Background: an optimization exercise with open tools, aiming at small area. Do not read the settings as production practice. The RTL was checked by simulation tests, not by an equivalence proof against the original design.

## zinc
## Modu_BPU
module Modu_BPU(
	clk,Iter,blockIndex,Parallel_degree,Init_Flag_BPU_M,Init_Flag_BPU_L,initBeta,Alpha_In_BPU,
	data_In_BPU,
	q_up,
	betaValueOut_next,Le_sys,Le_par,D
	);
For scale: roughly 4300 cells after synthesis, roughly 350 flip-flops, ~36000 sq um of cells after synthesis.
export LEC_CHECK = 0
export ABC_AREA = 1
export CAP_MARGIN = 20
export CORE_MARGIN = 2
export CORE_UTILIZATION = 75
export PLACE_DENSITY = 0.85
export SETUP_SLACK_MARGIN = 0.1
export SLEW_MARGIN = 20
create_clock -name core_clock -period 10.0 [get_ports {clk}]
standard.sh (not shown) runs the stock make flow with config.mk's settings and CLKGATE_MAP_FILE= SYNTH_SCRIPT=/design/flow/synth_recipe.tcl, a recipe that flattens the netlist after the stock synthesis.
==> flow/flow/run.sh <==
#!/bin/bash
# The standard layout, with the port buffers taken from the smallest
# buffer cell instead of the one buffer_ports picks by default.
set -e
export BUFFER_PORTS_ARGS="-buffer_cell sky130_fd_sc_hd__buf_1"
bash standard.sh > standard.log 2>&1
## Diff of input files: tundra against zinc
Settings: removing SETUP_SLACK_MARGIN (formerly 0.1); changing CORE_UTILIZATION from 75 to 40; changing PLACE_DENSITY from 0.85 to 0.6.
==> flow/run.sh (new file) <==
#!/bin/bash
# synth_recipe.tcl (not shown) runs the flow's synth.tcl, then flattens the netlist and writes it again
# the make line also repeats each setting of config.mk as NAME=value (left out here)
make -C /OpenROAD-flow-scripts/flow DESIGN_CONFIG=/design/flow/config.mk WORK_HOME=/design/flow/orfs CLKGATE_MAP_FILE= SYNTH_SCRIPT=/design/flow/synth_recipe.tcl finish
removed: flow/flow/run.sh
removed: flow/standard.sh
==> comparison <==
- Relative to zinc, tundra improves shortest period the worst path allows.
- On fraction of met2 tracks used by global routing: between zinc and tundra, it ends up higher for zinc.
- Diff zinc -> tundra: utilization after layout -35 points; estimated wirelength of the detail-placed design +about 6%; worst setup slack +41 ps; overall routed net length -3.9 mm.
- The fill cell total of the finished layout of tundra exceeds that of zinc by 200%.
- tundra and zinc ended up with roughly the same global-route wire length before repair.
Input-level comparison between cedar and tundra:
Settings: putting SETUP_SLACK_MARGIN at 0.15 where nothing was set; swapping 0.6 for 0.75 in PLACE_DENSITY; swapping 40 for 60 in CORE_UTILIZATION.
==> flow/flow/run.sh (new file) <==
#!/bin/bash
# The standard layout, with the port buffers taken from the smallest
# buffer cell instead of the one buffer_ports picks by default.
set -e
export BUFFER_PORTS_ARGS="-buffer_cell sky130_fd_sc_hd__buf_1"
bash standard.sh > standard.log 2>&1
==> flow/standard.sh (new file) <==
#!/bin/bash
# synth_recipe.tcl (not shown) runs the flow's synth.tcl, then flattens the netlist and writes it again
# the make line also repeats each setting of config.mk as NAME=value (left out here)
make -C /OpenROAD-flow-scripts/flow DESIGN_CONFIG=/design/flow/config.mk WORK_HOME=/design/flow/orfs CLKGATE_MAP_FILE= SYNTH_SCRIPT=/design/flow/synth_recipe.tcl "${@:-finish}"
removed: flow/run.sh
[summary]
cedar has completed all stages; timing, DRC and antenna checks passed.
Any difference in synthesized area per cell between tundra and cedar is small enough to ignore.
tundra → cedar: maximum frequency climbed 1.6%; critical path depth increased 3.

== rev 12 ==
Modu_BPU, a different RTL version from the one above (not shown whole).
For scale: ~4,100 cells after synthesis, ~350 flip-flops.
==> flow/design.v (excerpt) <==
module Modu_BPU(
	clk,Iter,blockIndex,Parallel_degree,Init_Flag_BPU_M,Init_Flag_BPU_L,initBeta,Alpha_In_BPU,
	data_In_BPU,
	q_up,
	betaValueOut_next,Le_sys,Le_par,D
	);
	input clk;
	input [3:0] Iter;
	input [2:0] blockIndex;
	input [3:0] Parallel_degree;
	input Init_Flag_BPU_M;
	input Init_Flag_BPU_L;
	input [79:0] initBeta;
	input [79:0] Alpha_In_BPU;
	input [21:0] data_In_BPU;
	input [3:0] q_up;
	output [79:0] betaValueOut_next;
	output [7:0] Le_sys;
	output [7:0] Le_par;
	output D;
	function [13:0] add14;
		input [13:0] a;
		input [13:0] b;
		input ci;
		integer i;
		reg c;
		begin
			c = ci;
			for (i = 0; i < 14; i = i + 1) begin
				add14[i] = a[i] ^ b[i] ^ c;
				c = (a[i] & b[i]) | (c & (a[i] ^ b[i]));
			end
		end
	endfunction
	function [13:0] add14d;
		input [13:0] a;
		input [13:0] b;
		input ci;
		begin
			add14d = ~add14(~a, ~b, ~ci);
		end
	endfunction
	function [13:0] sx10;
		input [9:0] v;
		begin
			sx10 = {{4{v[9]}}, v};
		end
	endfunction
	function [13:0] sx11;
		input [10:0] v;
		begin
			sx11 = {{3{v[10]}}, v};
		end
	endfunction
	function [13:0] sx12;
		input [11:0] v;
		begin
			sx12 = {{2{v[11]}}, v};
		end
	endfunction
	function carry13;
		input [12:0] a;
		input [12:0] b;
		input integer n;
		integer i;
		reg c;
		begin
			c = 1'b1;
			for (i = 0; i < 13; i = i + 1)
				if (i < n)
					c = (a[i] & ~b[i]) | (c & (a[i] | ~b[i]));
			carry13 = c;
		end
	endfunction
	function carry4;
		input [3:0] a;
		input [3:0] b;
		input ci;
		integer i;
		reg c;
		begin
			c = ci;
			for (i = 0; i < 4; i = i + 1)
				c = (a[i] & ~b[i]) | (c & (a[i] | ~b[i]));
			carry4 = c;
		end
	endfunction
	function [10:0] emax;
		input [10:0] a;
		input [10:0] b;
		begin
			emax = (a[10] ^ ~b[10] ^ carry13({2'b00, a}, {2'b00, b}, 11)) ? b : a;
		end
	endfunction
	function [11:0] qmax;
		input [11:0] a;
		input [11:0] b;
		begin
			qmax = (a[11] ^ ~b[11] ^ carry13({2'b00, a}, {2'b00, b}, 11)) ? b : a;
		end
	endfunction
	function [11:0] qmaxf;
		input [11:0] a;
		input [11:0] b;
		reg c4, c8_0, c8_1, c8, c11_0, c11_1, c11;
		begin
			c4 = carry13({9'd0, a[3:0]}, {9'd0, b[3:0]}, 4);
  ...
Settings: LEC_CHECK=0, ABC_AREA=1, CAP_MARGIN=10, CORE_MARGIN=2, CORE_UTILIZATION=75, PLACE_DENSITY=0.85, SETUP_SLACK_MARGIN=0.05, SLEW_MARGIN=10; clock period 10.0 ns.
==> flow/flow/run.sh <==
#!/bin/bash
# The standard layout, with the port buffers taken from the smallest
# buffer cell instead of the one buffer_ports picks by default.
set -e
export BUFFER_PORTS_ARGS="-buffer_cell sky130_fd_sc_hd__buf_1"
bash standard.sh > standard.log 2>&1
Rev 12 completed; timing, DRC and antenna clean
Input changes introduced in rev 13 (baseline for comparison: rev 12):
- SLEW_MARGIN now 20, was 10
- CAP_MARGIN now 20, was 10
- SETUP_SLACK_MARGIN now 0.1, was 0.05
### Flow results
Rev 13 and rev 12 ended up with roughly the same area added between synthesis and finish.
Rev 12 → rev 13: utilization after layout closely matched the old numbers, number of stages on the worst setup path closely matched the old numbers.
As far as synthesized area goes, rev 12 and rev 13 are indistinguishable; the numbers are identical.
Relative to rev 12, fmax has increased by 0.49% in rev 13.
Met1 global-route usage essentially unchanged between rev 12 and rev 13.
Max routed via count divided by cell count across rev 13 and rev 12: rev 13
Rev 13: post-route minimum period lower than rev 12
Compared rev 13 against rev 12; post-synthesis cell count within noise.

port drivers added, routing unchanged:
In the flow no input, the clock included, has a driving cell. The finished layouts below were timed again as built, in two steps. Step 1 assumes that a clkbuf_16 drives the clock port and a buf_2 every other input. Step 2 also shifts input and output timing later by t, the mid clock arrival at the registers, as if the neighbouring blocks saw the same clock. Three values: ideal, step 1, step 2; two values: the first two.
run	t (ns)	slack for setup (ns)	hold WS [ns]	cell pins on the clock port's net
zinc	0.643	0.172 / 0.109 / 0.753	0.319 / 0.319 / 0.319	1
tundra	0.665	0.213 / 0.147 / 0.811	0.325 / 0.325 / 0.325	1
cedar	0.631	0.363 / 0.304 / 0.935	0.321 / 0.321 / 0.321	1
rev 12	0.630	0.293 / 0.232 / 0.862	0.324 / 0.324 / 0.324	1
rev 13	0.633	0.340 / 0.279 / 0.912	0.325 / 0.325 / 0.325	1
After both steps setup and hold are still met in every run listed.
